From an optimization exercise on the open Yosys and OpenROAD flow, aimed at small area, a short achievable clock period and few clock cycles per item; shortcuts taken in it are not production practice.
RTL that was checked went through simulation tests only; none was proved equivalent to the original.
Power is estimated from default activity; no workload was simulated.

Design ALU_16bit, start of the top module:
module ALU_16bit (
    input              clk,
    input              rst,
    input              start,
    input       [3:0]  op,
    input  signed [15:0] A,
    input  signed [15:0] B,
    output reg signed [15:0] Z_low,
    output     signed [15:0] Z_high,
    output reg         valid
);
Size: ~1600 cells after synthesis, ~72 I/O pins, about 10000 µm² of cells after synthesis.
==> flow/config.mk <==
export PLATFORM = sky130hd
export DESIGN_NAME = ALU_16bit
export DESIGN_NICKNAME = ALU_16bit
export VERILOG_FILES = /design/flow/design.v
export SDC_FILE = /design/flow/constraint.sdc
export NUM_CORES = 4
export LEC_CHECK = 0
export ABC_AREA = 1
export CAP_MARGIN = 20
export CORE_MARGIN = 2
export CORE_UTILIZATION = 40
export SETUP_SLACK_MARGIN = 1.3
export SLEW_MARGIN = 20
==> flow/constraint.sdc <==
create_clock -name core_clock -period 6.0 [get_ports {clk}]
set_input_delay 1.2000 -clock core_clock [delete_from_list [all_inputs] [get_ports {clk}]]
set_output_delay 1.2000 -clock core_clock [all_outputs]
set_load 0.01 [all_outputs]
standard.sh (not shown) runs the stock make flow with config.mk's settings and CLKGATE_MAP_FILE= SYNTH_SCRIPT=/design/flow/synth_recipe.tcl, a recipe that flattens the netlist after the stock synthesis.
==> flow/flow/run.sh <==
#!/bin/bash
# The standard layout, except that the ports are buffered with buf_2 cells
# instead of the default delay-type buffer.  Each tool's output is in
# standard.log (make) and orfs/logs/.
export BUFFER_PORTS_ARGS="-buffer_cell sky130_fd_sc_hd__buf_2"
bash standard.sh > standard.log 2>&1
The first run completed with no timing, DRC or antenna violations.
Testbench counts at the start, summed over its fixed seeds: cycles 36,454, items 24,000.
Change:
SETUP_SLACK_MARGIN = 1.6   (was 1.3)
- die area stays the same
- count of clock-buffer cells in the layout is unchanged
- power grows by 16%
- cell area grows by 6.1%
- non-clock buffer count grows by 19

ALU_16bit, a different RTL version from the one above (not shown whole).
For scale: ~1700 cells after synthesis, roughly 72 I/O pins.
Design ALU_16bit, start of the top module:
module ALU_16bit (
    input              clk,
    input              rst,
    input              start,
    input       [3:0]  op,
    input  signed [15:0] A,
    input  signed [15:0] B,
    output reg signed [15:0] Z_low,
    output     signed [15:0] Z_high,
    output reg         valid
);
clock: 6.0 ns
lec_check: 0
abc_area: 1
cap_margin: 20
core_margin: 2
core_utilization: 40
place_density: 0.75
setup_slack_margin: 1.5
slew_margin: 20
Scripts as last shown in full above: flow/flow/run.sh
Testbench counts at the start, summed over its fixed seeds: cycles 36,454, items 24,000.
==> next run, changes <==
--- a/flow/config.mk
+++ b/flow/config.mk
@@ -11,4 +11,3 @@
 export CORE_UTILIZATION = 40
-export PLACE_DENSITY = 0.75
-export SETUP_SLACK_MARGIN = 1.5
+export SETUP_SLACK_MARGIN = 1.3
 export SLEW_MARGIN = 20
Result: Clock skew shrinks by 0.0091 ns. Via count shrinks by a few percent. Core utilization falls by 1.7 points. Clock-buffer cell count is lower by 1. Final cell count drops slightly. Synthesized area stays the same.
==> next run, changes <==
--- a/flow/config.mk
+++ b/flow/config.mk
@@ -7,3 +7,3 @@
 export LEC_CHECK = 0
-export ABC_AREA = 1
+export ABC_AREA = 0
 export CAP_MARGIN = 20
=>
- utilization is higher by 1.7 points
- flip-flop and latch count stays the same
- die area came out higher by 5.7%
- cell area goes up by 11%
- sequential power rises by 35%
- synthesized area came out higher by 5.8%
==> next run, changes <==
--- a/flow/config.mk
+++ b/flow/config.mk
@@ -7,3 +7,3 @@
 export LEC_CHECK = 0
-export ABC_AREA = 0
+export ABC_AREA = 1
 export CAP_MARGIN = 20
@@ -11,3 +11,3 @@
 export CORE_UTILIZATION = 40
-export SETUP_SLACK_MARGIN = 1.3
+export SETUP_SLACK_MARGIN = 1.6
 export SLEW_MARGIN = 20
After rerunning: The new run completed without violations. Power drops by 19%. Final cell count climbs by 7.7%. Global-route usage climbs by 2.1 points. Worst hold slack loses 0.045 ns. Synthesized area drops by 5.5%. Critical path depth climbs by 1. First-iteration DRC count drops by 1.4%. Count of clock-buffer cells in the layout does not change. Sequential power drops by 25%.

== the reference run ==
ALU_16bit, a different RTL version from the one above (not shown whole).
Size in the first run: ~1,700 cells after synthesis, ~50 flip-flops, roughly 72 I/O pins.
Design ALU_16bit, start of the top module:
module ALU_16bit (
    input              clk,
    input              rst,
    input              start,
    input       [3:0]  op,
    input  signed [15:0] A,
    input  signed [15:0] B,
    output reg signed [15:0] Z_low,
    output     signed [15:0] Z_high,
    output reg         valid
);
Settings: LEC_CHECK=0, ABC_AREA=1, CAP_MARGIN=20, CORE_MARGIN=2, CORE_UTILIZATION=40, SETUP_SLACK_MARGIN=1.0, SLEW_MARGIN=20; clock period 6.0 ns.
Scripts as last shown in full above: flow/flow/run.sh
diff inputs: the reference run => the trial run
# the reference run
export LEC_CHECK = 0
export ABC_AREA = 1
export CAP_MARGIN = 20
export CORE_MARGIN = 2
export CORE_UTILIZATION = 40
export SETUP_SLACK_MARGIN = 1.0
export SLEW_MARGIN = 20
create_clock -name core_clock -period 6.0 [get_ports {clk}]
# the trial run
export LEC_CHECK = 0
export ABC_AREA = 1
export CAP_MARGIN = 20
export CORE_MARGIN = 2
export CORE_UTILIZATION = 40
export SETUP_SLACK_MARGIN = 1.5
export SLEW_MARGIN = 20
create_clock -name core_clock -period 6.0 [get_ports {clk}]
[summary]
- Diff the trial run and the reference run: logic gate share of total power higher in the trial run
- Compared the trial run vs the reference run, and number of cells on the worst hold path is down in the trial run.
- From the reference run to the trial run, top-level I/O count did not move at all.
No functional check of the RTL was part of any run of this note.

Setup of the baseline:
Another version of the RTL of ALU_16bit (not shown whole).
For scale: about 2000 cells after synthesis, about 49 flip-flops.
clock: 6.0 ns
lec_check: 0
abc_area: 1
cap_margin: 20
core_margin: 2
core_utilization: 40
slew_margin: 20
run.sh (not shown) runs the stock make flow with config.mk's settings and CLKGATE_MAP_FILE= SYNTH_SCRIPT=/design/flow/synth_recipe.tcl, a recipe that flattens the netlist after the stock synthesis.
Stock flow here: none of the scripts above is used.
--- input diff the baseline..the candidate ---
==> flow/flow/run.sh (new file) <==
#!/bin/bash
# The standard layout, except that the ports are buffered with buf_2 cells
# instead of the default delay-type buffer.  Each tool's output is in
# standard.log (make) and orfs/logs/.
export BUFFER_PORTS_ARGS="-buffer_cell sky130_fd_sc_hd__buf_2"
bash standard.sh > standard.log 2>&1
==> flow/standard.sh (new file) <==
#!/bin/bash
# synth_recipe.tcl (not shown) runs the flow's synth.tcl, then flattens the netlist and writes it again
# the make line also repeats each setting of config.mk as NAME=value (left out here)
make -C /OpenROAD-flow-scripts/flow DESIGN_CONFIG=/design/flow/config.mk WORK_HOME=/design/flow/orfs CLKGATE_MAP_FILE= SYNTH_SCRIPT=/design/flow/synth_recipe.tcl "${@:-finish}"
removed: flow/run.sh
### Flow results
Changes observed in the candidate relative to the baseline: part of the total power dissipated in the clock network about even; net switching component of the power fell 0.40%; delay of the slowest critical-path stage about even; area taken by flip-flops and latches about even. A slowest library cell on the worst path of sky130_fd_sc_hd__clkdlybuf4s50_1 is what the baseline shows, while sky130_fd_sc_hd__fa_1 belongs to the candidate. The power consumption number comes out lower for the candidate vs the baseline. The candidate against the baseline: fraction of power consumed by sequential logic held, number of buffers inserted by port buffering held, gate count after technology mapping held, minimum setup slack in the final design went down 0.0080 ns, period utilization held. Re share of final layout cell area taken by non-clock buffers: the candidate is 3.9 points down on the baseline.
No functional check of the RTL was part of any run of this note.

[what the ideal ports hide]
In the flow no input, the clock included, has a driving cell. The finished layouts below were timed again as built, in two steps.
Step 1: set_driving_cell puts a clkbuf_16 on clk and a buf_2 on each other input, an assumption about the parent block.
Step 2 times the ports against the registers' clock, not the clock port: input delays grow and output delays shrink by t, the midpoint of the rising clock arrivals with the driver on.
Three values: ideal, step 1, step 2; two values: the first two.
run	t (ns)	setup slack, ns	worst hold slack (ns)	worst setup path at the end	latest minus earliest clock arrival (ns)
the first run of note 1	0.363	1.407 / 1.441 / 1.077	0.632 / 0.632 / 0.632	input to register	0.007 / 0.007
the second run of note 1	0.364	1.683 / 1.683 / 1.350	0.638 / 0.638 / 0.638	input to register	0.015 / 0.015
the first run of note 2	0.359	1.605 / 1.621 / 1.262	0.642 / 0.642 / 0.642	input to register	0.017 / 0.017
the second run of note 2	0.370	1.443 / 1.459 / 1.088	0.646 / 0.646 / 0.646	input to register	0.007 / 0.007
the third run of note 2	0.360	1.424 / 1.455 / 1.095	0.668 / 0.668 / 0.668	input to register	0.015 / 0.015
the fourth run of note 2	0.362	1.646 / 1.668 / 1.305	0.624 / 0.624 / 0.624	input to register	0.009 / 0.009
the reference run	0.359	1.161 / 1.186 / 0.827	0.672 / 0.672 / 0.672	input to register	0.014 / 0.014
the trial run	0.348	1.568 / 1.576 / 1.227	0.547 / 0.547 / 0.547	input to register	0.006 / 0.007
the baseline	0.345	0.342 / 0.355 / 0.010	0.534 / 0.534 / 0.534	input to register	0.008 / 0.008
the candidate	0.346	0.334 / 0.358 / 0.012	0.538 / 0.538 / 0.538	input to register	0.006 / 0.006
After both steps setup and hold are still met in every run listed. For the second run of note 2, which loses most, drivers alone change the setup slack by +0.016 ns; drivers and shift together by -0.355 ns.
